From an optimization exercise on the open Yosys and OpenROAD flow, aimed at small area, a short achievable clock period and few clock cycles per item; shortcuts taken in it are not production practice. No run shown here included a check of the RTL's function; only the layout flow was run.

==> design.v <==
`timescale 1ns/10ps
module SVD (
    clk,
    rst,
    we,
    oe,
    data_i,
    element_sel,
    ready,
    data_o_UV,
    data_o_S
);
input                clk;
input                rst;
input                we;
input                oe;
input         [1:0]  element_sel;
input         [4:0]  data_i;
output reg           ready;
output        [7:0]  data_o_UV;
output        [6:0]  data_o_S;
localparam IDLE = 2'd0;
localparam BUSY = 2'd1;
localparam OUT  = 2'd2;
reg  [1:0] st;
reg  [4:0] cnt;       
reg  [1:0] q;         
reg        kodd;      
reg        nf0, nf1;  
reg  [4:0] lo;        
reg  signed [17:0] R0, R1, R2, R3;
reg  signed [10:0] A0, A1, A2, A3;
reg  signed [10:0] B0, B1, B2, B3;
wire [4:0] cn = (st == IDLE) ? 5'd0 : (cnt == 5'd31) ? 5'd31 : cnt + 5'd1;
wire [4:0] jn = cn - 5'd7;
reg        rot, c7, sg, sn1, uvg, u27, u29;
reg  [3:0] sh, shn;    
always @(posedge clk or negedge rst) begin
    if (!rst) begin
        rot <= 1'b0; c7 <= 1'b0; sg <= 1'b0; sn1 <= 1'b0; uvg <= 1'b0; u27 <= 1'b0; u29 <= 1'b0;
        sh <= 4'd0; shn <= 4'hf;
    end else begin
        rot <= (cn >= 5'd7) & (cn <= 5'd26);
        c7  <= (st != OUT) & (cn == 5'd7);
        sh  <= jn[4:1];
        shn <= ~jn[4:1];
        sg  <= (cn >= 5'd27) & (cn <= 5'd30);
        sn1 <= (cn == 5'd29) | (cn == 5'd30);
        uvg <= (cn >= 5'd26) & (cn <= 5'd29);
        u27 <= (cn == 5'd27);
        u29 <= (cn == 5'd29);
    end
end
reg  nz;
always @(*) begin
    case (q)
        2'd0: nz = |R2;
        2'd1: nz = |R3;
        2'd2: nz = |R1;
        default: nz = |R0;
    endcase
end
wire en   = rot & nz;
reg  sa;
function [17:0] addsub18;
    input [17:0] x;
    input [17:0] y;
    input        sub;
    reg   [18:0] t;
    begin
        t = {x, 1'b1} + {y ^ {18{sub}}, sub};
        addsub18 = t[18:1];
    end
endfunction
function [10:0] addsub11;
    input [10:0] x;
    input [10:0] y;
    input        sub;
    reg   [11:0] t;
    begin
        t = {x, 1'b1} + {y ^ {11{sub}}, sub};
        addsub11 = t[11:1];
    end
endfunction
function [17:0] shr18;
    input [17:0] x;
    input [3:0]  n;
    reg   [17:0] f;
    begin
        f = $signed(x) >>> n[1:0];
        shr18 = n[3] ? {{8{f[17]}}, f[17:8]} : n[2] ? {{4{f[17]}}, f[17:4]} : f;
    end
endfunction
function [10:0] shr11;
    input [10:0] x;
    input [3:0]  n;
    reg   [10:0] f;
    begin
        f = $signed(x) >>> n[1:0];
        shr11 = n[3] ? {{8{f[10]}}, f[10:8]} : n[2] ? {{4{f[10]}}, f[10:4]} : f;
    end
endfunction
wire [17:0] y0_s = shr18(R2, sh);
wire [17:0] y2_s = shr18(R0, sh);
wire [17:0] y1_s = shr18(R3, sh);
wire [17:0] y3_s = shr18(R1, sh);
wire [17:0] a3v = {{2{data_i[4]}}, data_i[3:0], lo, 7'd0};
wire [17:0] y1 = c7 ? a3v : y1_s;
wire [17:0] x3 = c7 ? a3v : R3;
wire [17:0] s0 = en ? addsub18(R0, y0_s, sa) : R0;
wire [17:0] s2 = en ? addsub18(R2, y2_s, ~sa) : R2;
wire [17:0] s1 = en ? addsub18(R1, y1, sa) : R1;
wire [17:0] s3 = en ? addsub18(x3, y3_s, ~sa) : x3;
wire [3:0]  shu = ~shn;
wire [10:0] z0 = shr11(A1, shu);
wire [10:0] z1 = shr11(A0, shu);
wire [10:0] z2 = shr11(A3, shu);
wire [10:0] z3 = shr11(A2, shu);
wire [1:0] qn = q + 2'd1;
wire dn = (qn[0] ^ qn[1]) ? (s0[17] ^ s1[17]) : (s2[17] ^ s3[17]);
always @(posedge clk) sa <= dn ^ qn[1];
wire [10:0] u0 = en ? addsub11(A0, z0, sa) : A0;
wire [10:0] u1 = en ? addsub11(A1, z1, ~sa) : A1;
wire [10:0] u2 = en ? addsub11(A2, z2, sa) : A2;
wire [10:0] u3 = en ? addsub11(A3, z3, ~sa) : A3;
function [17:0] gainS;
    input [17:0] x;
    input        neg;
    reg   [26:0] xs;
    reg   [26:0] t;
    begin
        xs = {{9{x[17]}}, x};
        t = (xs << 8) - (xs << 6) - (xs << 2) - {17'd0, neg, 9'd0};
        gainS = t[26:9] ^ {18{neg}};
    end
endfunction
function [10:0] gainUV;
    input [10:0] x;
    input        neg;
    reg   [19:0] xs;
    reg   [19:0] t;
    begin
        xs = {{9{x[10]}}, x};
        t = (xs << 8) + (xs << 6) - (xs << 4) + (xs << 2) + xs - {10'd0, neg, 9'd0};
        gainUV = t[19:9] ^ {11{neg}};
    end
endfunction
wire sgain  = sg;
wire uvgain = uvg;
wire uvn0   = (u27 & nf0) | (u29 & nf1);
always @(posedge clk or negedge rst) begin
    if (!rst) begin
        st    <= IDLE;
        cnt   <= 5'd0;
        q     <= 2'd0;
        ready <= 1'b1;
        kodd  <= 1'b0;
    end else begin
        q <= (st == IDLE) ? 2'd1 : q + 2'd1;
        case (st)
            IDLE: begin
                cnt <= 5'd0;
                if (we) st <= BUSY;
            end
            BUSY: begin
                if (cnt != 5'd31) cnt <= cnt + 5'd1;
                if (cnt == 5'd0) ready <= 1'b0;
                if (cnt == 5'd28) ready <= 1'b1;
                kodd <= 1'b1;
                if (oe && cnt >= 5'd30) st <= OUT;
            end
            OUT: begin
                if (cnt != 5'd31) cnt <= cnt + 5'd1;
                kodd <= ~kodd;
                if (!kodd && element_sel == 2'd3) st <= IDLE;
            end
            default: st <= IDLE;
        endcase
    end
end
wire load = (st == BUSY) & ~cnt[4] & ~cnt[3];
wire [17:0] ldv = {{2{data_i[4]}}, data_i[3:0], lo, 7'd0};
wire ldR2 = load & (cnt[2:0] == 3'd1);
wire ldR3 = load & cnt[0] & (cnt[2] ^ cnt[1]);
wire ldI  = load & (cnt[2:0] == 3'd6);
always @(posedge clk) begin
    if (load & ~cnt[0]) lo <= data_i;
    if (uvg & ~u27 & ~u29 & ~sg) begin
        nf0 <= s2[17];
        nf1 <= s1[17];
    end
    R0 <= s2;
    R1 <= sgain ? gainS(R0, sn1 ? nf1 : nf0) : s0;
    R2 <= ldR2 ? ldv : s3;
    R3 <= ldR3 ? ldv : s1;
    if (ldI) begin
        A0 <= 11'd512; A1 <= 11'd0; A2 <= 11'd0; A3 <= 11'd512;
        B0 <= 11'd512; B1 <= 11'd0; B2 <= 11'd0; B3 <= 11'd512;
    end else begin
        A0 <= uvgain ? gainUV(B0, uvn0) : B0;
        A1 <= B1;
        A2 <= uvgain ? gainUV(B2, uvn0) : B2;
        A3 <= B3;
        B0 <= u1; B1 <= u0; B2 <= u3; B3 <= u2;
    end
end
wire [1:0] qx = (st == IDLE) ? 2'd1 : q + 2'd1;
wire       kn = (st == BUSY) ? 1'b1 : (st == OUT) ? ~kodd : kodd;
wire bkn = kn ? qx[0] : ~qx[0];
wire swn = kn ? (qx[0] ^ qx[1]) : qx[1];
reg [1:0] qs0, qs1, qs2, qs3, us0, us1, us2, us3;
always @(posedge clk) begin
    qs0 <= qx;
    qs1 <= qx + 2'd1;
    qs2 <= qx + 2'd3;
    qs3 <= qx + 2'd2;
    us0 <= {bkn, swn};
    us1 <= {bkn, ~swn};
    us2 <= {~bkn, swn};
    us3 <= {~bkn, ~swn};
end
wire outen = (st == OUT);
wire stn_out = (st == BUSY) ? (oe && cnt >= 5'd30) :
               (st == OUT)  ? ~(!kodd && element_sel == 2'd3) : 1'b0;
reg  hl, hh;
always @(posedge clk or negedge rst) begin
    if (!rst) begin
        hl <= 1'b0; hh <= 1'b0;
    end else begin
        hl <= stn_out & kn;
        hh <= stn_out & ~kn;
    end
end
wire [6:0] H0 = ({7{hl}} & R0[10:4]) | ({7{hh}} & R0[17:11]);
wire [6:0] H1 = ({7{hl}} & R1[10:4]) | ({7{hh}} & R1[17:11]);
wire [6:0] H2 = ({7{hl}} & R2[10:4]) | ({7{hh}} & R2[17:11]);
wire [6:0] H3 = ({7{hl}} & R3[10:4]) | ({7{hh}} & R3[17:11]);
function [6:0] hp;
    input [1:0] p;
    input [6:0] h0, h1, h2, h3;
    case (p)
        2'd0: hp = h0;
        2'd1: hp = h1;
        2'd2: hp = h3;
        default: hp = h2;
    endcase
endfunction
wire [6:0] BS0 = hp(qs0, H0, H1, H2, H3);
wire [6:0] BS1 = hp(qs1, H0, H1, H2, H3);
wire [6:0] BS2 = hp(qs2, H0, H1, H2, H3);
wire [6:0] BS3 = hp(qs3, H0, H1, H2, H3);
function [7:0] uvb;
    input [1:0]  sel;
    input        en;
    input [10:0] v0, v1, v2, v3;
    reg   [10:0] v;
    begin
        case (sel)
            2'd0: v = v0;
            2'd1: v = v1;
            2'd2: v = v2;
            default: v = v3;
        endcase
        uvb = {8{en}} & v[10:3];
    end
endfunction
wire [7:0] BU0 = uvb(us0, outen, A0, A1, B0, B1);
wire [7:0] BU1 = uvb(us1, outen, A0, A1, B0, B1);
wire [7:0] BU2 = uvb(us2, outen, B2, B3, A2, A3);
wire [7:0] BU3 = uvb(us3, outen, B2, B3, A2, A3);
reg [6:0] os;
reg [7:0] ou;
always @(*) begin
    case (element_sel)
        2'd0: begin os = BS0; ou = BU0; end
        2'd1: begin os = BS1; ou = BU1; end
        2'd2: begin os = BS2; ou = BU2; end
        default: begin os = BS3; ou = BU3; end
    endcase
end
assign data_o_S  = os;
assign data_o_UV = ou;
endmodule
==> run.sh <==
#!/bin/bash
# synth_recipe.tcl (not shown) runs the flow's synth.tcl, then flattens the netlist and writes it again
# the make line also repeats each setting of config.mk as NAME=value (left out here)
make -C /OpenROAD-flow-scripts/flow DESIGN_CONFIG=/design/flow/config.mk WORK_HOME=/design/flow/orfs CLKGATE_MAP_FILE= SYNTH_SCRIPT=/design/flow/synth_recipe.tcl finish
==> config.mk <==
export PLATFORM = sky130hd
export DESIGN_NAME = SVD
export DESIGN_NICKNAME = SVD
export VERILOG_FILES = /design/flow/design.v
export SDC_FILE = /design/flow/constraint.sdc
export NUM_CORES = 4
export LEC_CHECK = 0
export CAP_MARGIN = 20
export CORE_MARGIN = 2
export CORE_UTILIZATION = 40
export SETUP_SLACK_MARGIN = 3.3
export SLEW_MARGIN = 20
==> constraint.sdc <==
create_clock -name core_clock -period 8.0 [get_ports {clk}]
set_input_delay 1.6000 -clock core_clock [delete_from_list [all_inputs] [get_ports {clk}]]
set_output_delay 1.6000 -clock core_clock [all_outputs]
set_load 0.01 [all_outputs]
==> metrics.md, run 1 <==
| Metric | Value |
|---|---|
| Final GP Congestion | 0.911 |
| Multi-input logic area | 19,600 sq um |
| Run status | complete, no violations |
| Final clock period utilization by the worst path | 59.3% |
| Number of unique standard cell types used by synthesis | 80 |
| Sequential cell area | 4380 sq um |
| Synth Instances | 3,055 |
| Startpoint of the worst hold path | B3[1] |
| Reg2Reg Setup Slack | 3430 ps |
| Global-route wire length before repair | 117,000 um |
| Number of enable-type register cells in the synthesized netlist | 7 |
| Residual antenna-violating net count after detailed routing | 0 |
| Final worst clock skew | 22.4 ps |
| Starting density of the core | 40.5% |
| Termination of the worst setup path | data_o_UV[0] |
| Worst Hold Class | flip-flop to flip-flop |
| Count of final max-slew check failures | 0 |
| Number of diodes added for antenna fixing | 0 |
| Wire length per cell after detailed routing | 19.8 um |
| Cell area after synthesis | 25,000 sq um |
| Number of storage elements in the synthesis netlist | 206 |
| Layout cells sized above 1 | 12.8% |
| Wirelength, routed | 76,600 um |
| Number of DRC violations after detailed routing | 0 |
| Critical path startpoint category | input pin |
| Final hold violation count | 0 |
| Net count of the finished layout | 3,364 |
| Startpoint of the lowest-slack register-to-register path | sh[1] |
| Area of the core | 61,800 sq um |
| # setup viols final | 0 |
| Detailed-routing iteration count for the pre-antenna-repair pass | 7 |
| CTS HTree Levels | 1 |
| Clk buf depth | 3 |
| Number of nets produced by synthesis | 3,392 |
| CTS hold repair buffers | 0 |
| Final TNS setup | 0 ps |
| Clock root buffer | clkbuf_16 |
| Tmin final | 4740 ps |
| Global-route usage over all layers | 23.0% |
| Antenna violations before repair | 0 |
| Most instantiated library cell after synthesis | nand2_1 |
| Horizontal die dimension | 254 um |
| Num ports | 27 |
| Area added between synthesis and finish | 11.8% |
| Via count of the first global-routing pass | 20,500 |
| Most used standard cells in the synthesized netlist | 282 x nand2_1, 280 x a21oi_1, 262 x ha_1 |
| Unrepaired setup endpoints after global routing | true |
| Synthesis warning total | 1 |
| Arrival time at the worst endpoint | 3140 ps |
| Source of the critical timing path | element_sel[0] |
| Yosys top cell by area | dfxtp_1 |
| Number of CTS-inserted buffers | 24 |
| Max transition margin | 42.9% |
| Endpoint of the worst register-to-register path | R1[14] |
| Category of the worst setup path capture point | primary output |
| Std cell rows | 91 |
| Largest net degree at the start of global routing | 86 |
| Via total after detailed routing | 22,100 |
| Largest driver fanout on the critical path | 4 |
| Largest cells by area after synthesis | dfxtp_1 14%, ha_1 13%, xnor2_1 8.7%, mux4_2 8.1%, a21oi_1 5.6% |
| Primary flip-flop cell chosen by synthesis mapping | dfxtp_1 |
| Placed wire-length estimate | 54,400 um |
| Sinks on Clock Net | 206 |
| Count of buffers from port buffering | 26 |
| Share of synthesized registers carrying an async set or reset | 13.6% |
| Fraction of synthesized cell area taken by the top area cell type | 13.7% |
| Total grt overflow | 0 |
| Seq/Total Area, Yosys | 17.3% |
| Average via count per standard cell | 5.68 |
| Clock transition at path regs | 60 ps |
| Clk Latency, worst-skew pair | 570 ps |
| Mean post-synth cell area | 8.19 sq um |
| Transition at the pin with the smallest max-transition slack | 854 ps |
| Setup slack at placement | 1880 ps |
| CP Data Required Time | 6400 ps |
| Kind of critical path | input pin to primary output |
| Highest achievable clock rate | 0.211 GHz |
| Count of maximum capacitance violations | 0 |
| TritonCTS clock tree | done |
| Die area | 64,600 sq um |
| Height of the die | 254 um |
| Min setup slack post-route | 3260 ps |
| Register-to-Register Path Depth | 21 |
| Iter 0 DRT Violations | 2,270 |
| Filler Cell Count | 6,134 |
-- placed cells by master, fill, tap and decap left out, drive strengths merged, types with 12 or more instances in the layout --
| cell type | instances |
|---|---|
| a22o | 15 |
| xor2 | 43 |
| mux4 | 91 |
| dfxtp | 171 |
| a211oi | 52 |
| a22oi | 24 |
| nor2b | 29 |
| fa | 64 |
| and3 | 18 |
| ha | 262 |
| a21oi | 280 |
| dfrtp | 23 |
| nand2b | 24 |
| nor2 | 244 |
| o21bai | 24 |
| or3 | 25 |
| mux2 | 30 |
| mux2i | 120 |
| nand2 | 282 |
| o21a | 30 |
| clkbuf | 35 |
| inv | 247 |
| o211a | 12 |
| o21ai | 198 |
| a31oi | 23 |
| a21o | 36 |
| nand3 | 40 |
| clkdlybuf4s50 | 12 |
| buf | 94 |
| and2 | 38 |
| xnor2 | 248 |
| nor4 | 14 |
| nor3 | 44 |
-- worst min-delay path by stage --
| stage | to | depth (start not counted) |
|---|---|---|
| after CTS | A3[1] | 1 |
| after global placement | A1[2] | 1 |
| after global routing | A3[1] | 1 |
| final | A3[1] | 1 |
| after detailed placement | A3[1] | 1 |
| after floorplan | A1[0] | 1 |
-- worst max-delay path, cell delays in order --
cell     delay (ps)
buf_12           90
buf_12          110
mux2i_4         240
buf_6           150
buf_6            90
mux4_2          480
o211a_1         260
buf_6           120
-- what timing repair did --
| item | 4_1_cts | 5_1_grt |
|---|---|---|
| setup buffers | 24 | 37 |
| cloned | 2 | 3 |
| pin swaps | 5 | 58 |
| setup endpoints to repair | 59 | 35 |
| gates resized for setup | 122 | 129 |
-- state kept, by name, summed over array words and instances, names as in the netlist, 18 cells and up --
signal / count
R0: 18
R1: 18
R2: 18
R3: 18
-- per-layer routing --
layer	wire length, um	up-vias	track usage (%)	share of wire [%]
li1	-	10700	-	-
met4	2330	0	5.78	3.0
met2	34600	791	37.5	45
met5	0	-	0	0
met3	5310	126	2.76	6.9
met1	34400	10400	32.2	45
-- logic make-up (layout without fill, tap and decap cells) --
family | Yosys count | in the layout | share of synthesized area [%]
buf+inv | 419 | 406 | 6.37
flops | 206 | 206 | 17.3
compound gates | 778 | 778 | 19.1
xor+xnor | 291 | 291 | 10.2
mux | 241 | 241 | 14.4
simple gates | 794 | 794 | 14.4
fa+ha+maj | 326 | 326 | 18.2
-- final cells by class --
cell class              instances  area share, %
clock inverters                10          0.680
inverters                     249           3.39
clock buffers                  31           2.28
repair inverters                1         0.0179
well taps                     837           3.74
repair buffers                115           4.24
flip-flops and latches        206           15.7
multi-input cells            2430           70.0
-- metrics by stage --
stage / area [sq um] / util (%) / std cells / hold WS, ps
2_1_floorplan: 25100 / - / 3055 / 406
3_3_place_gp: 25900 / 41.9 / 3772 / 409
3_5_place_dp: 25900 / 41.9 / 3772 / 410
4_1_cts: 27200 / 43.9 / 3839 / 424
5_1_grt: 28000 / 45.2 / 3879 / 435
6_report: 28000 / 45.2 / 3879 / 423
==> run 2, diff against run 1 <==
--- a/config.mk
+++ b/config.mk
@@ -10,3 +10,3 @@
 export CORE_UTILIZATION = 40
-export SETUP_SLACK_MARGIN = 3.3
+export SETUP_SLACK_MARGIN = 3.2
 export SLEW_MARGIN = 20
==> run 2 against run 1 <==
  * Final cell count hardly changed
  * Cell area is 0.76% lower
  * Still clean on timing, DRC and antenna
  * Die area stayed put
==> metrics.md, run 2 <==
| Metric | Value |
|---|---|
| Final GP Congestion | 0.915 (+0.51%) |
| Critical path cell sequence | buf_16 > mux2i_4 > buf_12 > buf_4 > mux4_2 > o211a_1 > dlygate4sd2_1 |
| Fraction of synthesized cell area taken by the top area cell type | 13.7% (unchanged) |
| Max transition margin | 37.1% (-5.8 points) |
| Via count of the first global-routing pass | 20,800 (+1.4%) |
| Yosys top cell by area | dfxtp_1 |
| Area of the core | 61,800 sq um (unchanged) |
| Residual antenna-violating net count after detailed routing | 0 (unchanged) |
| Kind of critical path | input pin to primary output |
| Finished Cell Area | 27,800 sq um (-0.76%) |
| Mean post-synth cell area | 8.19 sq um (unchanged) |
| Placed wire-length estimate | 54,700 um (+0.61%) |
| Transition at the pin with the smallest max-transition slack | 943 ps (+89.1 ps) |
| Count of final max-slew check failures | 0 (unchanged) |
| Worst Hold Class | flip-flop to flip-flop |
| Final TNS setup | 0 ps (unchanged) |
| Synthesis warning total | 1 (unchanged) |
| Most instantiated library cell after synthesis | nand2_1 |
| Largest cells by area after synthesis | dfxtp_1 14%, ha_1 13%, xnor2_1 8.7%, mux4_2 8.1%, a21oi_1 5.6% |
| Clk Latency, worst-skew pair | 550 ps (-20 ps) |
| Number of cells on the critical path | 7 (-1) |
| Tmin final | 4770 ps (+31.7 ps) |
| Iter 0 DRT Violations | 2,026 (-11%) |
| Placed Area | 25,900 sq um (about the same) |
| Horizontal die dimension | 254 um (unchanged) |
| Sinks on Clock Net | 206 (unchanged) |
| Global-route wire length before repair | 118,000 um (+0.68%) |
| Final clock period utilization by the worst path | 59.7% (+0.40 points) |
| Net count of the finished layout | 3,360 (-0.12%) |
| Count of buffers from port buffering | 26 (unchanged) |
| Run status | complete, no violations |
| Clk buf depth | 3 (unchanged) |
| Category of the worst setup path capture point | primary output |
| Register-to-Register Path Depth | 21 (unchanged) |
| Number of CTS-inserted buffers | 23 (-4.2%) |
| Clock root buffer | clkbuf_16 |
| Cell area after synthesis | 25,000 sq um (unchanged) |
| Num ports | 27 (unchanged) |
| Family with the most delay on the worst path | multiplexers |
| Critical path startpoint category | input pin |
| Leading cell type in the layout, fill and taps excluded | nand2_1 |
| Layout cells sized above 1 | 11.9% (-0.95 points) |
| Count of maximum capacitance violations | 0 (unchanged) |
| Via total after detailed routing | 22,000 (-0.059%) |
| Number of DRC violations after detailed routing | 0 (unchanged) |
| CP Data Required Time | 6400 ps (about the same) |
| Cell type of the slowest stage on the worst timing path | mux4_2 |
| Clock transition at path regs | 60 ps (about the same) |
| Largest net degree at the start of global routing | 90 (+4.7%) |
| Antenna violations before repair | 2 (+2) |
| Primary flip-flop cell chosen by synthesis mapping | dfxtp_1 |
| Number of nets produced by synthesis | 3,392 (unchanged) |
| CTS HTree Levels | 1 (unchanged) |
| Std cell rows | 91 (unchanged) |
| Number of storage elements in the synthesis netlist | 206 (unchanged) |
| Average via count per standard cell | 5.68 (about the same) |
| Unrepaired setup endpoints after global routing | true |
| Share of synthesized registers carrying an async set or reset | 13.6% (unchanged) |
| Total grt overflow | 0 (unchanged) |
| Number of unique standard cell types used by synthesis | 80 (unchanged) |
| Highest achievable clock rate | 0.210 GHz (-0.66%) |
| TritonCTS clock tree | done |
| # setup viols final | 0 (unchanged) |
| Height of the die | 254 um (unchanged) |
| Starting density of the core | 40.5% (unchanged) |
| Die area | 64,600 sq um (unchanged) |
| Worst stage delay on the critical path | 470 ps (about the same) |
| Largest driver fanout on the critical path | 14 (+10) |
| Commonest non-fill, non-tap cells in the layout | 282 x nand2_1, 261 x ha_1, 260 x a21oi_1 |
| Seq/Total Area, Yosys | 17.3% (unchanged) |
| Number of enable-type register cells in the synthesized netlist | 7 (unchanged) |
| Area added between synthesis and finish | 11.0% |
| Arrival time at the worst endpoint | 3170 ps (+30 ps) |
| Final hold violation count | 0 (unchanged) |
| Depth of the worst hold-timing path | 1 (unchanged) |
| Minimum hold slack | 426 ps (+2.72 ps) |
| Synth Instances | 3,055 (unchanged) |
| Wirelength, routed | 76,100 um (-0.77%) |
| Final worst clock skew | 24.3 ps (+1.90 ps) |
| Number of diodes added for antenna fixing | 0 (unchanged) |
| Detailed-routing iteration count for the pre-antenna-repair pass | 5 (-2) |
| Wire length per cell after detailed routing | 19.6 um (-0.72%) |
| Global-route usage over all layers | 23.1% (+0.063 points) |
| Most used standard cells in the synthesized netlist | 282 x nand2_1, 280 x a21oi_1, 262 x ha_1 |
| Buffers plus inverters on the worst setup path | 4 (-1) |
| Final core utilization | 44.9% (-0.34 points) |
==> run 2: cells by family (layout without fill, tap and decap cells) <==
logic type               Yosys count  in the layout  synth area share [%]
AO/OA/AOI/OAI                    778            778                  19.1
XOR/XNOR                         291            291                  10.2
adder cells (fa/ha/maj)          326            326                  18.2
buffers and inverters            419            404                  6.37
flip-flops                       206            206                  17.3
multiplexers                     241            241                  14.4
AND/OR/NAND/NOR                  794            794                  14.4
==> run 2: worst paths after layout <==
kind | from | end | slack, ps
min reg2reg | B1[0] | A1[0] | 430
max in group asynchronous | rst | ready | 6250
max reg2reg | sh[1] | R1[16] | 3360
min | B1[0] | A1[0] | 430
max | element_sel[0] | data_o_UV[5] | 3230
min in group asynchronous | rst | cnt[4] | 1430
==> run 2: timing repair <==
item / in CTS / in global routing
pin swaps: 1 / 29
setup buffers: 19 / 41
hold buffers: 0 / 0
gates resized for setup: 75 / 125
endpoints found under the setup margin: 48 / 30
cloned: 1 / 1
==> run 2: worst register-to-register path: stages, from the launching register on <==
cell      delay (ps)
dfrtp_4          550
buf_6            160
buf_16           160
mux4_2           320
and2_4           180
nor2_1            90
nand2_1          100
xnor2_1          140
ha_1             330
a21o_1           180
a21o_1           170
a21oi_2          200
o21ai_2           70
a21oi_2          150
nor2b_1           90
o31a_1           250
o41a_1           450
a211oi_2         280
nor3_2            80
xnor2_1          160
nand2_1          100
a22oi_2          300
==> run 2: final cells by class <==
type | count | area [sq um]
Fill cell | 6170 | 34100
Multi-Input combinational cell | 2430 | 19500
Sequential cell | 206 | 4370
Timing Repair Buffer | 112 | 1100
Tap cell | 837 | 1050
Inverter | 249 | 948
Clock buffer | 37 | 709
Clock inverter | 5 | 62.6
Timing Repair inverter | 1 | 5.00
==> run 2: metrics by stage <==
stage / setup slack, ps / cells
2_1_floorplan: 3240 / 3055
3_3_place_gp: 1780 / 3773
3_5_place_dp: 1750 / 3773
4_1_cts: 3130 / 3835
5_1_grt: 3080 / 3877
6_report: 3230 / 3877
==> run 2: metal layers <==
layer	track usage [%]	vias up	part of all wire (%)
met1	32.2	10400	45
met2	36.8	791	45
met5	0	-	0.033
li1	-	10700	-
met4	6.42	4	3.1
met3	3.56	142	6.5
==> run 3, diff against run 2 <==
--- a/design.v
+++ b/design.v
@@ -121,6 +121,6 @@
 always @(posedge clk) sa <= dn ^ qn[1];
-wire [10:0] u0 = en ? addsub11(A0, z0, sa) : A0;
-wire [10:0] u1 = en ? addsub11(A1, z1, ~sa) : A1;
-wire [10:0] u2 = en ? addsub11(A2, z2, sa) : A2;
-wire [10:0] u3 = en ? addsub11(A3, z3, ~sa) : A3;
+wire [10:0] u0 = addsub11(A0, z0 & {11{en}}, sa);
+wire [10:0] u1 = addsub11(A1, z1 & {11{en}}, ~sa);
+wire [10:0] u2 = addsub11(A2, z2 & {11{en}}, sa);
+wire [10:0] u3 = addsub11(A3, z3 & {11{en}}, ~sa);
 function [17:0] gainS;
@@ -167,3 +167,3 @@
                 if (cnt == 5'd0) ready <= 1'b0;
-                if (cnt == 5'd28) ready <= 1'b1;
+                if (cnt == 5'd28) ready <= 1'b1;    
                 kodd <= 1'b1;
==> run 3 against run 2 <==
  * Via count decreased by 0.36%
  * Global-route usage grew 0.92 points
  * Die area is 2.4% lower
  * Critical path type is now flip-flop to flip-flop
  * Critical endpoint is now R2[16]
==> metrics.md, run 3 <==
| Metric | Value |
|---|---|
| Highest achievable clock rate | 0.210 GHz (+0.12%) |
| Cell count after placement | 3,628 (-3.8%) |
| Wirelength, routed | 78,300 um (+3.0%) |
| TritonCTS clock tree | done |
| Antenna violations before repair | 0 (-2) |
| Arrival time at the worst endpoint | 5170 ps (+2000 ps) |
| Share of synthesized registers carrying an async set or reset | 13.6% (unchanged) |
| Via count of the first global-routing pass | 21,500 (+3.3%) |
| Height of the die | 251 um (-1.2%) |
| Register-to-Register Path Depth | 18 (-14%) |
| Kind of critical path | flip-flop to flip-flop |
| Clock transition at path regs | 60 ps (about the same) |
| Category of the worst setup path capture point | flip-flop |
| Min setup slack post-route | 3230 ps (+5.57 ps) |
| Count of maximum capacitance violations | 0 (unchanged) |
| Fraction of synthesized cell area taken by the top area cell type | 14.0% (+0.34 points) |
| Global-route usage over all layers | 24.0% (+0.92 points) |
| Placed Area | 25,300 sq um (-2.6%) |
| Num ports | 27 (unchanged) |
| Seq/Total Area, Yosys | 17.8% (+0.43 points) |
| Final GP Congestion | 0.938 (+2.4%) |
| Run status | complete, no violations |
| Commonest non-fill, non-tap cells in the layout | 260 x ha_1, 256 x nor2_1, 255 x xnor2_1 |
| Area of the core | 60,400 sq um (-2.4%) |
| Global-route wire length before repair | 120,000 um (+1.7%) |
| Synth Instances | 2,961 (-3.1%) |
| Starting density of the core | 40.4% (about the same) |
| Largest net degree at the start of global routing | 66 (-27%) |
| Max transition margin | 27.0% (-10 points) |
| Sinks on Clock Net | 206 (unchanged) |
| Number of CTS-inserted buffers | 25 (+8.7%) |
| Clk Latency, worst-skew pair | 570 ps (+20 ps) |
| Placed wire-length estimate | 55,600 um (+1.5%) |
| Number of enable-type register cells in the synthesized netlist | 7 (unchanged) |
| Critical path startpoint category | flip-flop |
| Layout cells sized above 1 | 11.9% (+0.053 points) |
| Largest cells by area after synthesis | dfxtp_1 14%, ha_1 13%, xnor2_1 9.3%, mux4_2 6.6%, mux2i_1 5.7% |
| CP Data Required Time | 8400 ps (+2000 ps) |
| Primary flip-flop cell chosen by synthesis mapping | dfxtp_1 |
| Area added between synthesis and finish | 12.2% |
| Layout Cells excl Fill | 3,733 (-3.7%) |
| Via total after detailed routing | 22,000 (-0.36%) |
| Worst Hold Class | flip-flop to flip-flop |
| Largest driver fanout on the critical path | 10 (-4) |
| Most instantiated library cell after synthesis | ha_1 |
| Transition at the pin with the smallest max-transition slack | 1090 ps (+152 ps) |
| Minimum hold slack | 425 ps (-0.140 ps) |
| Residual antenna-violating net count after detailed routing | 0 (unchanged) |
| Iter 0 DRT Violations | 1,901 (-6.2%) |
| Most used standard cells in the synthesized netlist | 261 x ha_1, 260 x xnor2_1, 257 x nor2_1 |
| Clock root buffer | clkbuf_16 |
| Leading cell type in the layout, fill and taps excluded | ha_1 |
| Wire length per cell after detailed routing | 21.0 um (+6.9%) |
| Std cell rows | 90 (-1.1%) |
| Tmin final | 4770 ps (-5.57 ps) |
| Count of buffers from port buffering | 26 (unchanged) |
| Number of DRC violations after detailed routing | 0 (unchanged) |
| Final clock period utilization by the worst path | 59.6% (-0.070 points) |
| CTS HTree Levels | 1 (unchanged) |
| Synthesis warning total | 1 (unchanged) |
| Yosys top cell by area | dfxtp_1 |
| Depth of the worst hold-timing path | 1 (unchanged) |
| Unrepaired setup endpoints after global routing | true |
| # setup viols final | 0 (unchanged) |
| Final hold violation count | 0 (unchanged) |
| Number of unique standard cell types used by synthesis | 81 (+1.3%) |
| Average via count per standard cell | 5.88 (+3.5%) |
| Total grt overflow | 0 (unchanged) |
| Horizontal die dimension | 251 um (-1.2%) |
| Die area | 63,000 sq um (-2.4%) |
| Setup slack at placement | 1840 ps (+85.1 ps) |
| Finished Cell Area | 27,400 sq um (-1.4%) |
| Number of nets produced by synthesis | 3,297 (-2.8%) |
| Number of storage elements in the synthesis netlist | 206 (unchanged) |
| Final TNS setup | 0 ps (unchanged) |
| Count of final max-slew check failures | 0 (unchanged) |
| Net count of the finished layout | 3,268 (-2.7%) |
| Final worst clock skew | 14.5 ps (-9.78 ps) |
| Clk buf depth | 3 (unchanged) |
| Mean post-synth cell area | 8.24 sq um (+0.67%) |
| Number of diodes added for antenna fixing | 0 (unchanged) |
| Cell area after synthesis | 24,400 sq um (-2.4%) |
| Detailed-routing iteration count for the pre-antenna-repair pass | 8 (+3) |
-- run 3: cell count changes after synthesis, sizes merged, moves of 13 or more --
cell   change
nand2     -46
a21oi     -27
mux4      -20
inv       -19
mux2i     +19
o21ai     -16
a21o      +13
nor2      +13
-- run 3: layout make-up --
type	instances	area (sq um)
Clock buffer	35	724
Tap cell	782	978
Clock inverter	11	149
Timing Repair Buffer	107	1140
Multi-Input combinational cell	2363	19100
Sequential cell	206	4380
Inverter	229	868
Fill cell	5882	33000
-- run 3: through the flow --
step           util (%)
2_1_floorplan         -
3_3_place_gp       41.8
3_5_place_dp       41.8
4_1_cts            44.2
5_1_grt            45.4
6_report           45.4
-- run 3: final timing paths --
| path | end | from | slack (ps) |
|---|---|---|---|
| max in group asynchronous | shn[2] | rst | 6220 |
| setup / recovery | R2[16] | sh[1] | 3230 |
| hold / removal | A3[1] | B3[1] | 430 |
| setup reg to reg | R2[16] | sh[1] | 3230 |
| min in group asynchronous | kodd | rst | 1440 |
| hold reg to reg | A3[1] | B3[1] | 430 |
-- run 3: worst max-delay path, cell delays in order (launching register included) --
cell and delay [ps]:
dfrtp_4 500, buf_12 160, mux4_2 490, mux4_2 510, xnor2_1 150, ha_1 340, nor2b_1 130, o21ai_1 250
a21boi_2 100, o21bai_1 260, a21boi_2 110, o21a_1 180, o31a_1 310, o21ai_2 180, a21o_1 170, a21oi_1 90
or4_1 480, nand3_1 100, a31oi_1 80
-- run 3: cells by family (layout without fill, tap and decap cells) --
logic type,count (synthesis),count (layout),share of synthesized area [%]
AND/OR/NAND/NOR,752,752,14.1
AO/OA/AOI/OAI,743,745,18.9
buffers and inverters,394,382,6.18
adder cells (fa/ha/maj),325,325,18.6
XOR/XNOR,305,305,11.0
multiplexers,236,236,13.4
flip-flops,206,206,17.8
-- run 3: routing by layer --
| metal | vias to the layer above | track usage, % | part of all wire, % |
|---|---|---|---|
| met5 | - | 0 | 0 |
| met2 | 869 | 39.1 | 45 |
| met3 | 216 | 4.10 | 7.7 |
| met1 | 10500 | 31.6 | 43 |
| met4 | 0 | 9.40 | 3.9 |
| li1 | 10400 | - | - |
-- run 3: repair_timing --
item / 4_1_cts / 5_1_grt
hold endpoints to repair: 0 / 0
gates resized for setup: 88 / 123
pin swaps: 12 / 39
endpoints found under the setup margin: 62 / 42
cloned: 3 / 3
hold buffers: 0 / 0
setup buffers: 21 / 32
==> run 4, diff against run 3 <==
--- a/config.mk
+++ b/config.mk
@@ -10,3 +10,3 @@
 export CORE_UTILIZATION = 40
-export SETUP_SLACK_MARGIN = 3.2
+export SETUP_SLACK_MARGIN = 3.3
 export SLEW_MARGIN = 20
==> run 4 against run 3 <==
  * Clock skew is 13 ps higher
  * Largest cell class unchanged
  * Clock-buffer cell count down 4
  * Synthesized cell count did not move
  * Fmax is 1.4% higher
  * Routed wire length rose by 2.3%
  * Register-to-register slack gained 60 ps
  * Utilization rose by 0.29 points
==> metrics.md, run 4 <==
| Metric | Value |
|---|---|
| Critical path cell sequence | buf_12 > mux2_2 > mux2i_1 > nor2_1 > a211oi_2 > a211oi_1 > xnor2_1 > ha_1 > a211o_1 > o21ai_0 > a21bo_2 > a41o_1 > a311o_1 > a221oi_2 > xor2_2 > buf_6 > xnor2_4 > o211ai_2 > a21boi_2 |
| Area of the core | 60,400 sq um (unchanged) |
| Run status | complete, no violations |
| Clock root buffer | clkbuf_16 |
| Net count of the finished layout | 3,292 (+0.73%) |
| Largest driver fanout on the critical path | 10 (unchanged) |
| Cell area after synthesis | 24,400 sq um (unchanged) |
| Cell type of the slowest stage on the worst timing path | dfrtp_4 |
| Category of the worst setup path capture point | flip-flop |
| Tmin final | 4700 ps (-63.8 ps) |
| Largest cells by area after synthesis | dfxtp_1 14%, ha_1 13%, xnor2_1 9.3%, mux4_2 6.6%, mux2i_1 5.7% |
| Buffers plus inverters on the worst setup path | 2 (+1) |
| Layout Cells excl Fill | 3,754 (+0.56%) |
| Number of DRC violations after detailed routing | 0 (unchanged) |
| Startpoint of the worst hold path | B3[1] |
| Number of diodes added for antenna fixing | 0 (unchanged) |
| Layout cells sized above 1 | 13.2% (+1.2 points) |
| Primary flip-flop cell chosen by synthesis mapping | dfxtp_1 |
| Number of unique standard cell types used by synthesis | 81 (unchanged) |
| Wirelength, routed | 80,100 um (+2.3%) |
| Iter 0 DRT Violations | 1,787 (-6.0%) |
| Clk buf depth | 3 (unchanged) |
| Number of CTS-inserted buffers | 24 (-4.0%) |
| CTS HTree Levels | 1 (unchanged) |
| Kind of critical path | flip-flop to flip-flop |
| Unrepaired setup endpoints after global routing | true |
| Height of the die | 251 um (unchanged) |
| Die area | 63,000 sq um (unchanged) |
| Clk Latency, worst-skew pair | 580 ps (about the same) |
| Mux share of post-synthesis cell area | 13.4% (unchanged) |
| Final hold violation count | 0 (unchanged) |
| Antenna violations before repair | 1 (+1) |
| Filler Cell Count | 5,854 (-0.48%) |
| Mean post-synth cell area | 8.24 sq um (unchanged) |
| Synth Area in Compound Gates | 18.9% (unchanged) |
| Commonest non-fill, non-tap cells in the layout | 259 x ha_1, 257 x xnor2_1, 256 x nor2_1 |
| Global-route wire length before repair | 122,000 um (+1.2%) |
| Synthesis warning total | 1 (unchanged) |
| Largest net degree at the start of global routing | 86 (+30%) |
| Count of buffers from port buffering | 26 (unchanged) |
| Post-Synth Simple-Gate Area | 14.1% (unchanged) |
| Detailed-routing iteration count for the pre-antenna-repair pass | 6 (-2) |
| Startpoint of the lowest-slack register-to-register path | sh[1] |
| Seq/Total Area, Yosys | 17.8% (unchanged) |
| Horizontal die dimension | 251 um (unchanged) |
| Share of synthesized registers carrying an async set or reset | 13.6% (unchanged) |
| Via count of the first global-routing pass | 21,500 (+0.22%) |
| Highest achievable clock rate | 0.213 GHz (+1.4%) |
| Most used standard cells in the synthesized netlist | 261 x ha_1, 260 x xnor2_1, 257 x nor2_1 |
| Final GP Congestion | 0.952 (+1.5%) |
| Residual antenna-violating net count after detailed routing | 0 (unchanged) |
| Final clock period utilization by the worst path | 58.8% (-0.80 points) |
| Yosys top cell by area | dfxtp_1 |
| Critical path startpoint category | flip-flop |
| Arithmetic-cell share of the synthesized area counting full adders, half adders and majority gates | 18.6% (unchanged) |
| Number of nets produced by synthesis | 3,297 (unchanged) |
| Synthesized-area fraction occupied by xor and xnor cells | 11.0% (unchanged) |
| Count of maximum capacitance violations | 0 (unchanged) |
| Transition at the pin with the smallest max-transition slack | 1040 ps (-53.0 ps) |
| Cell count after placement | 3,627 (-0.028%) |
| Final worst clock skew | 27.8 ps (+13.3 ps) |
| Most instantiated library cell after synthesis | ha_1 |
| Number of storage elements in the synthesis netlist | 206 (unchanged) |
| Max transition margin | 30.1% (+3.1 points) |
| Number of enable-type register cells in the synthesized netlist | 7 (unchanged) |
| Clock transition at path regs | 60 ps (about the same) |
| Synth Instances | 2,961 (unchanged) |
| Sinks on Clock Net | 206 (unchanged) |
| Std cell rows | 90 (unchanged) |
| Average via count per standard cell | 5.91 (+0.42%) |
| Family with the most delay on the worst path | compound AO/OA/AOI/OAI gates |
| Area added between synthesis and finish | 12.9% |
| Placed wire-length estimate | 56,200 um (+1.2%) |
| Total grt overflow | 0 (unchanged) |
| Arrival time at the worst endpoint | 5170 ps (about the same) |
| Num ports | 27 (unchanged) |
| Starting density of the core | 40.4% (unchanged) |
| Global-route usage over all layers | 24.3% (+0.30 points) |
| Via total after detailed routing | 22,200 (+0.99%) |
| Leading cell type in the layout, fill and taps excluded | ha_1 |
| Source of the critical timing path | sh[1] |
| Wire length per cell after detailed routing | 21.3 um (+1.7%) |
| Worst stage delay on the critical path | 490 ps (-20 ps) |
| Fraction of synthesized cell area taken by the top area cell type | 14.0% (unchanged) |
| TritonCTS clock tree | done |
| Count of final max-slew check failures | 0 (unchanged) |
| Dominant combinational cell family by area after synthesis | compound AO/OA/AOI/OAI gates |
| CP Data Required Time | 8470 ps (+70 ps) |
| Final TNS setup | 0 ps (unchanged) |
| # setup viols final | 0 (unchanged) |
| Worst Hold Class | flip-flop to flip-flop |
[run 4: cell counts after synthesis]
No cell type changed its count.
[run 4: final timing paths]
check | end | slack [ps] | cells past startpoint
worst min-delay path | A3[1] | 430 | 1
max in group asynchronous | sh[1] | 6250 | 2
worst max-delay path | sa | 3300 | 19
worst max register to register | sa | 3300 | 19
worst min register to register | A3[1] | 430 | 1
min in group asynchronous | st[0] | 1410 | 2
[run 4: stage by stage]
| step | utilization [%] | setup WS, ps | instance area (sq um) | hold slack (ps) |
|---|---|---|---|---|
| 3_5_place_dp | 41.8 | 1920 | 25300 | 414 |
| 6_report | 45.7 | 3300 | 27600 | 428 |
| 3_3_place_gp | 41.8 | 2010 | 25200 | 408 |
| 4_1_cts | 44.4 | 3250 | 26800 | 426 |
| 2_1_floorplan | - | 3320 | 24400 | 406 |
| 5_1_grt | 45.7 | 3150 | 27600 | 433 |
[run 4: cells by family (layout without fill, tap and decap cells)]
kind of cell,count (synthesis),after routing
and+or+nand+nor,752,752
AOI/OAI and AO/OA,743,746
buffers and inverters,394,402
adders and majority gates,325,325
xor gates and xnor gates,305,305
muxes,236,236
DFF,206,206
[run 4: repair_timing]
action	CTS	global route
gates resized for setup	126	121
endpoints found under the setup margin	69	42
gates cloned	4	3
hold buffers	0	0
pin swaps	12	31
setup buffers	26	52
[run 4: area by class of cell]
| cell class | count | area (sq um) | share of cell area [%] |
|---|---|---|---|
| sequential | 206 | 4400 | 15.9 |
| tap | 782 | 978 | 3.55 |
| clock inverter | 11 | 161 | 0.586 |
| inverter | 229 | 880 | 3.19 |
| timing repair buffer | 131 | 1330 | 4.83 |
| clock buffer | 31 | 688 | 2.50 |
| multi-input combinational | 2364 | 19100 | 69.4 |
[run 4: per-layer routing]
metal	vias up	wire, um	global-route usage (%)
met3	188	5770	3.42
met1	10700	34800	32.4
met4	0	2900	9.08
met5	-	0	0
met2	847	36600	39.9
li1	10400	-	-
==> run 5, diff against run 4 <==
--- a/design.v
+++ b/design.v
@@ -35,3 +35,3 @@
 wire [4:0] jn = cn - 5'd7;
-reg        rot, c7, sg, sn1, uvg, u27, u29;
+reg        rot, c7, sg, uvg, u27, u29;
 reg  [3:0] sh, shn;    
@@ -39,3 +39,3 @@
     if (!rst) begin
-        rot <= 1'b0; c7 <= 1'b0; sg <= 1'b0; sn1 <= 1'b0; uvg <= 1'b0; u27 <= 1'b0; u29 <= 1'b0;
+        rot <= 1'b0; c7 <= 1'b0; sg <= 1'b0; uvg <= 1'b0; u27 <= 1'b0; u29 <= 1'b0;
         sh <= 4'd0; shn <= 4'hf;
@@ -46,4 +46,3 @@
         shn <= ~jn[4:1];
-        sg  <= (cn >= 5'd27) & (cn <= 5'd30);
-        sn1 <= (cn == 5'd29) | (cn == 5'd30);
+        sg  <= (cn == 5'd27) | (cn == 5'd28);
         uvg <= (cn >= 5'd26) & (cn <= 5'd29);
@@ -121,6 +120,6 @@
 always @(posedge clk) sa <= dn ^ qn[1];
-wire [10:0] u0 = addsub11(A0, z0 & {11{en}}, sa);
-wire [10:0] u1 = addsub11(A1, z1 & {11{en}}, ~sa);
-wire [10:0] u2 = addsub11(A2, z2 & {11{en}}, sa);
-wire [10:0] u3 = addsub11(A3, z3 & {11{en}}, ~sa);
+wire [10:0] u0 = en ? addsub11(A0, z0, sa) : A0;
+wire [10:0] u1 = en ? addsub11(A1, z1, ~sa) : A1;
+wire [10:0] u2 = en ? addsub11(A2, z2, sa) : A2;
+wire [10:0] u3 = en ? addsub11(A3, z3, ~sa) : A3;
 function [17:0] gainS;
@@ -167,5 +166,5 @@
                 if (cnt == 5'd0) ready <= 1'b0;
-                if (cnt == 5'd28) ready <= 1'b1;    
+                if (cnt == 5'd26) ready <= 1'b1;    
                 kodd <= 1'b1;
-                if (oe && cnt >= 5'd30) st <= OUT;
+                if (oe && cnt >= 5'd28) st <= OUT;
             end
@@ -192,4 +191,4 @@
     R0 <= s2;
-    R1 <= sgain ? gainS(R0, sn1 ? nf1 : nf0) : s0;
-    R2 <= ldR2 ? ldv : s3;
+    R1 <= sgain ? gainS(R0, nf0) : s0;
+    R2 <= sgain ? gainS(R3, nf1) : (ldR2 ? ldv : s3);
     R3 <= ldR3 ? ldv : s1;
@@ -222,17 +221,6 @@
 wire outen = (st == OUT);
-wire stn_out = (st == BUSY) ? (oe && cnt >= 5'd30) :
-               (st == OUT)  ? ~(!kodd && element_sel == 2'd3) : 1'b0;
-reg  hl, hh;
-always @(posedge clk or negedge rst) begin
-    if (!rst) begin
-        hl <= 1'b0; hh <= 1'b0;
-    end else begin
-        hl <= stn_out & kn;
-        hh <= stn_out & ~kn;
-    end
-end
-wire [6:0] H0 = ({7{hl}} & R0[10:4]) | ({7{hh}} & R0[17:11]);
-wire [6:0] H1 = ({7{hl}} & R1[10:4]) | ({7{hh}} & R1[17:11]);
-wire [6:0] H2 = ({7{hl}} & R2[10:4]) | ({7{hh}} & R2[17:11]);
-wire [6:0] H3 = ({7{hl}} & R3[10:4]) | ({7{hh}} & R3[17:11]);
+wire [6:0] H0 = {7{outen}} & (kodd ? R0[10:4] : R0[17:11]);
+wire [6:0] H1 = {7{outen}} & (kodd ? R1[10:4] : R1[17:11]);
+wire [6:0] H2 = {7{outen}} & (kodd ? R2[10:4] : R2[17:11]);
+wire [6:0] H3 = {7{outen}} & (kodd ? R3[10:4] : R3[17:11]);
 function [6:0] hp;
--- a/config.mk
+++ b/config.mk
@@ -10,3 +10,3 @@
 export CORE_UTILIZATION = 40
-export SETUP_SLACK_MARGIN = 3.3
+export SETUP_SLACK_MARGIN = 3.2
 export SLEW_MARGIN = 20
==> run 5 against run 4 <==
  * Clock skew is 3.2 ps lower
  * Cell area grew 8.7%
  * Synthesized area grew 12%
  * Critical endpoint is now data_o_UV[2]
  * Utilization shrank 1.3 points
  * Final cell count rose by 13%
  * Sequential share of layout area is 1.6 points lower
  * Synthesized cell count up 16%
  * Via count rose by 10%
  * Setup slack lost 53 ps
  * Largest cell class unchanged
  * Still clean
  * Non-clock buffer count is 52 lower
==> metrics.md, run 5 <==
| Metric | Value |
|---|---|
| Num ports | 27 (unchanged) |
| Die area | 70,600 sq um (+12%) |
| Category of the worst setup path capture point | primary output |
| Family with the most delay on the worst path | multiplexers |
| Final GP Congestion | 0.907 (-4.7%) |
| Cell count after placement | 4,172 (+15%) |
| Critical path startpoint category | input pin |
| Register-to-Register Path Depth | 18 (-1) |
| Synth Instances | 3,421 (+16%) |
| Run status | complete, no violations |
| Clk buf depth | 3 (unchanged) |
| Min setup slack post-route | 3240 ps (-53.0 ps) |
| Count of buffers from port buffering | 26 (unchanged) |
| Cell area after synthesis | 27,400 sq um (+12%) |
| Number of diodes added for antenna fixing | 0 (unchanged) |
| Endpoint of the worst register-to-register path | B3[10] |
| Clock transition at path regs | 60 ps (about the same) |
| Most used standard cells in the synthesized netlist | 337 x nand2_1, 322 x a21oi_1, 312 x ha_1 |
| Seq/Total Area, Yosys | 15.6% (-2.2 points) |
| Primary flip-flop cell chosen by synthesis mapping | dfxtp_1 |
| CTS hold repair buffers | 0 (unchanged) |
| Placed wire-length estimate | 61,800 um (+9.9%) |
| Largest driver fanout on the critical path | 14 (+4) |
| Yosys top cell by area | ha_1 |
| Count of final max-slew check failures | 0 (unchanged) |
| Global-route usage over all layers | 23.3% (-0.97 points) |
| Cell type of the slowest stage on the worst timing path | mux4_2 |
| Sinks on Clock Net | 203 (-1.5%) |
| Final worst clock skew | 24.6 ps (-3.17 ps) |
| Detailed-routing iteration count for the pre-antenna-repair pass | 6 (unchanged) |
| Average via count per standard cell | 5.75 (-2.7%) |
| Total grt overflow | 0 (unchanged) |
| Number of unique standard cell types used by synthesis | 83 (+2.5%) |
| Std cell rows | 95 (+5.6%) |
| Worst stage delay on the critical path | 490 ps (about the same) |
| Reg2Reg Setup Slack | 3250 ps (-50 ps) |
| Number of enable-type register cells in the synthesized netlist | 7 (unchanged) |
| Leading cell type in the layout, fill and taps excluded | nand2_1 |
| Final TNS setup | 0 ps (unchanged) |
| Antenna violations before repair | 1 (unchanged) |
| Worst Hold Class | flip-flop to flip-flop |
| Endpoint with the worst hold slack | A3[2] |
| Wire length per cell after detailed routing | 20.0 um (-6.4%) |
| Placed Area | 28,300 sq um (+12%) |
| Number of DRC violations after detailed routing | 0 (unchanged) |
| Residual antenna-violating net count after detailed routing | 0 (unchanged) |
| Clk Latency, worst-skew pair | 580 ps (about the same) |
| Setup slack at placement | 1750 ps (-173 ps) |
| Mean post-synth cell area | 8.01 sq um (-2.8%) |
| Number of nets produced by synthesis | 3,824 (+16%) |
| Global-route wire length before repair | 132,000 um (+8.1%) |
| Net count of the finished layout | 3,754 (+14%) |
| Layout Cells excl Fill | 4,245 (+13%) |
| Area added between synthesis and finish | 9.24% |
| Startpoint of the lowest-slack register-to-register path | shn[0] |
| Synthesis warning total | 1 (unchanged) |
| Count of maximum capacitance violations | 0 (unchanged) |
| Finished Cell Area | 29,900 sq um (+8.7%) |
| Starting density of the core | 40.6% (+0.16 points) |
| Critical path cell sequence | buf_16 > mux2i_4 > buf_12 > mux4_2 > o211a_1 > dlygate4sd2_1 |
| Wirelength, routed | 84,700 um (+5.8%) |
| Layout cells sized above 1 | 8.96% (-4.2 points) |
| Number of storage elements in the synthesis netlist | 203 (-1.5%) |
| Height of the die | 266 um (+5.9%) |
| Arrival time at the worst endpoint | 3160 ps (-2010 ps) |
| Commonest non-fill, non-tap cells in the layout | 336 x nand2_1, 312 x a21oi_1, 311 x ha_1 |
| Largest cells by area after synthesis | ha_1 14%, dfxtp_1 12%, xnor2_1 8.5%, mux4_2 6.0%, a21oi_1 5.9% |
| Tmin final | 4760 ps (+53.0 ps) |
| Kind of critical path | input pin to primary output |
| Horizontal die dimension | 266 um (+5.9%) |
| Via count of the first global-routing pass | 23,000 (+6.9%) |
| Max transition margin | 37.4% (+7.2 points) |
| Most instantiated library cell after synthesis | nand2_1 |
| Number of CTS-inserted buffers | 27 (+13%) |
| CP Data Required Time | 6400 ps (-2070 ps) |
| Highest achievable clock rate | 0.210 GHz (-1.1%) |
| Share of synthesized registers carrying an async set or reset | 12.3% (-1.3 points) |
| Startpoint of the worst hold path | B3[2] |
| Transition at the pin with the smallest max-transition slack | 940 ps (-102 ps) |
| Unrepaired setup endpoints after global routing | true |
| Buffers plus inverters on the worst setup path | 3 (+1) |
| Final clock period utilization by the worst path | 59.4% (+0.66 points) |
| Clock root buffer | clkbuf_16 |
| Via total after detailed routing | 24,400 (+10%) |
| Depth of the worst hold-timing path | 1 (unchanged) |
| CTS HTree Levels | 1 (unchanged) |
| # setup viols final | 0 (unchanged) |
| TritonCTS clock tree | done |
| Area of the core | 67,500 sq um (+12%) |
| Fraction of synthesized cell area taken by the top area cell type | 14.2% (+0.22 points) |
| Largest net degree at the start of global routing | 73 (-15%) |
| Final hold violation count | 0 (unchanged) |
| Iter 0 DRT Violations | 2,124 (+19%) |
run 5: cell type report:
cell class | instances | area [sq um]
Multi-Input combinational cell | 2748 | 21600
Timing Repair Buffer | 79 | 896
Inverter | 291 | 1100
Clock inverter | 14 | 163
Tap cell | 873 | 1090
Sequential cell | 203 | 4300
Fill cell | 6782 | 37600
Timing Repair inverter | 1 | 5.00
Clock buffer | 36 | 759
run 5: through the flow:
stage	utilization, %	hold WS [ps]
after floorplan	-	406
final	44.4	426
after global routing	44.4	436
after detailed placement	42.0	410
after global placement	42.0	406
after CTS	43.7	429
run 5: what timing repair did:
item / CTS / global route
endpoints found under the setup margin: 57 / 44
gates resized for setup: 63 / 92
gates cloned: 1 / 4
pin swaps: 1 / 8
setup buffers: 11 / 7
run 5: worst max path at each step:
stage               slack [ps]      startpoint      endpoint  cells past startpoint
floorplan                 3180              sa        R2[16]                     19
global placement          1800  element_sel[0]  data_o_UV[6]                      5
detailed placement        1750  element_sel[0]  data_o_UV[0]                      5
CTS                       3000  element_sel[0]  data_o_UV[0]                      6
global route              2990          shn[0]        B3[10]                     18
finish                    3240  element_sel[0]  data_o_UV[2]                      6
run 5: metal layers:
| layer | routed length (um) | vias to the layer above | global-route usage (%) |
|---|---|---|---|
| li1 | - | 11900 | - |
| met1 | 38200 | 11500 | 32.8 |
| met2 | 37900 | 871 | 37.2 |
| met3 | 5610 | 156 | 2.29 |
| met4 | 3030 | 0 | 8.12 |
| met5 | 0 | - | 0 |
run 5: kinds of logic after synthesis:
family / Yosys count / synth area share [%]
AND/OR/NAND/NOR: 885 / 14.7
AO/OA/AOI/OAI: 890 / 19.8
XOR/XNOR: 326 / 10.5
buffers and inverters: 470 / 6.51
flip-flops: 203 / 15.6
adder cells (fa/ha/maj): 392 / 20.1
multiplexers: 255 / 12.8
run 5: worst register-to-register path, cell delays in order (launching register included):
cell and delay, ps:
dfstp_4 720, buf_4 220, mux4_2 510, mux2_2 260, mux2_2 300, xnor2_1 140
ha_1 330, a21o_1 200, a21oi_2 180, o21bai_1 90, a21oi_1 250, o21bai_1 100
a21oi_1 240, o21bai_1 180, a2111oi_4 350, o21ai_0 140, a21oi_1 190, xnor2_1 140
nor2_1 50

## what the ideal ports hide
How much do the figures lean on ideal ports? The routed layouts below were timed once more, with nothing changed but the port constraints.
Step 1 (the two cells are an assumption about what drives the block):
set clk [get_ports {clk}]
set_driving_cell -lib_cell sky130_fd_sc_hd__clkbuf_16 $clk
set_driving_cell -lib_cell sky130_fd_sc_hd__buf_2 [delete_from_list [all_inputs] $clk]
Step 2 times the ports against the registers' clock, not the clock port: input delays grow and output delays shrink by t, the midpoint of the rising clock arrivals with the driver on.
Slacks: ideal / step 1 / step 2; pairs: ideal / step 1.
| run | shift t [ns] | setup slack, ns | worst setup path after step 2 | worst register clock-pin slew, ns | worst data-port slew with drivers (ns) |
|---|---|---|---|---|---|
| run 1 | 0.619 | 3.259 / 3.159 / 3.159 | input to output | 0.07 / 0.07 | 0.10 |
| run 2 | 0.600 | 3.228 / 3.138 / 3.138 | input to output | 0.07 / 0.07 | 0.10 |
| run 3 | 0.629 | 3.233 / 3.173 / 3.034 | input to register | 0.07 / 0.07 | 0.08 |
| run 4 | 0.630 | 3.297 / 3.295 / 2.923 | input to register | 0.07 / 0.07 | 0.08 |
| run 5 | 0.621 | 3.244 / 3.119 / 2.953 | input to register | 0.07 / 0.07 | 0.12 |
After both steps every run listed still meets setup and hold. For run 4, which loses most, drivers alone change the setup slack by -0.002 ns; drivers and shift together by -0.374 ns.
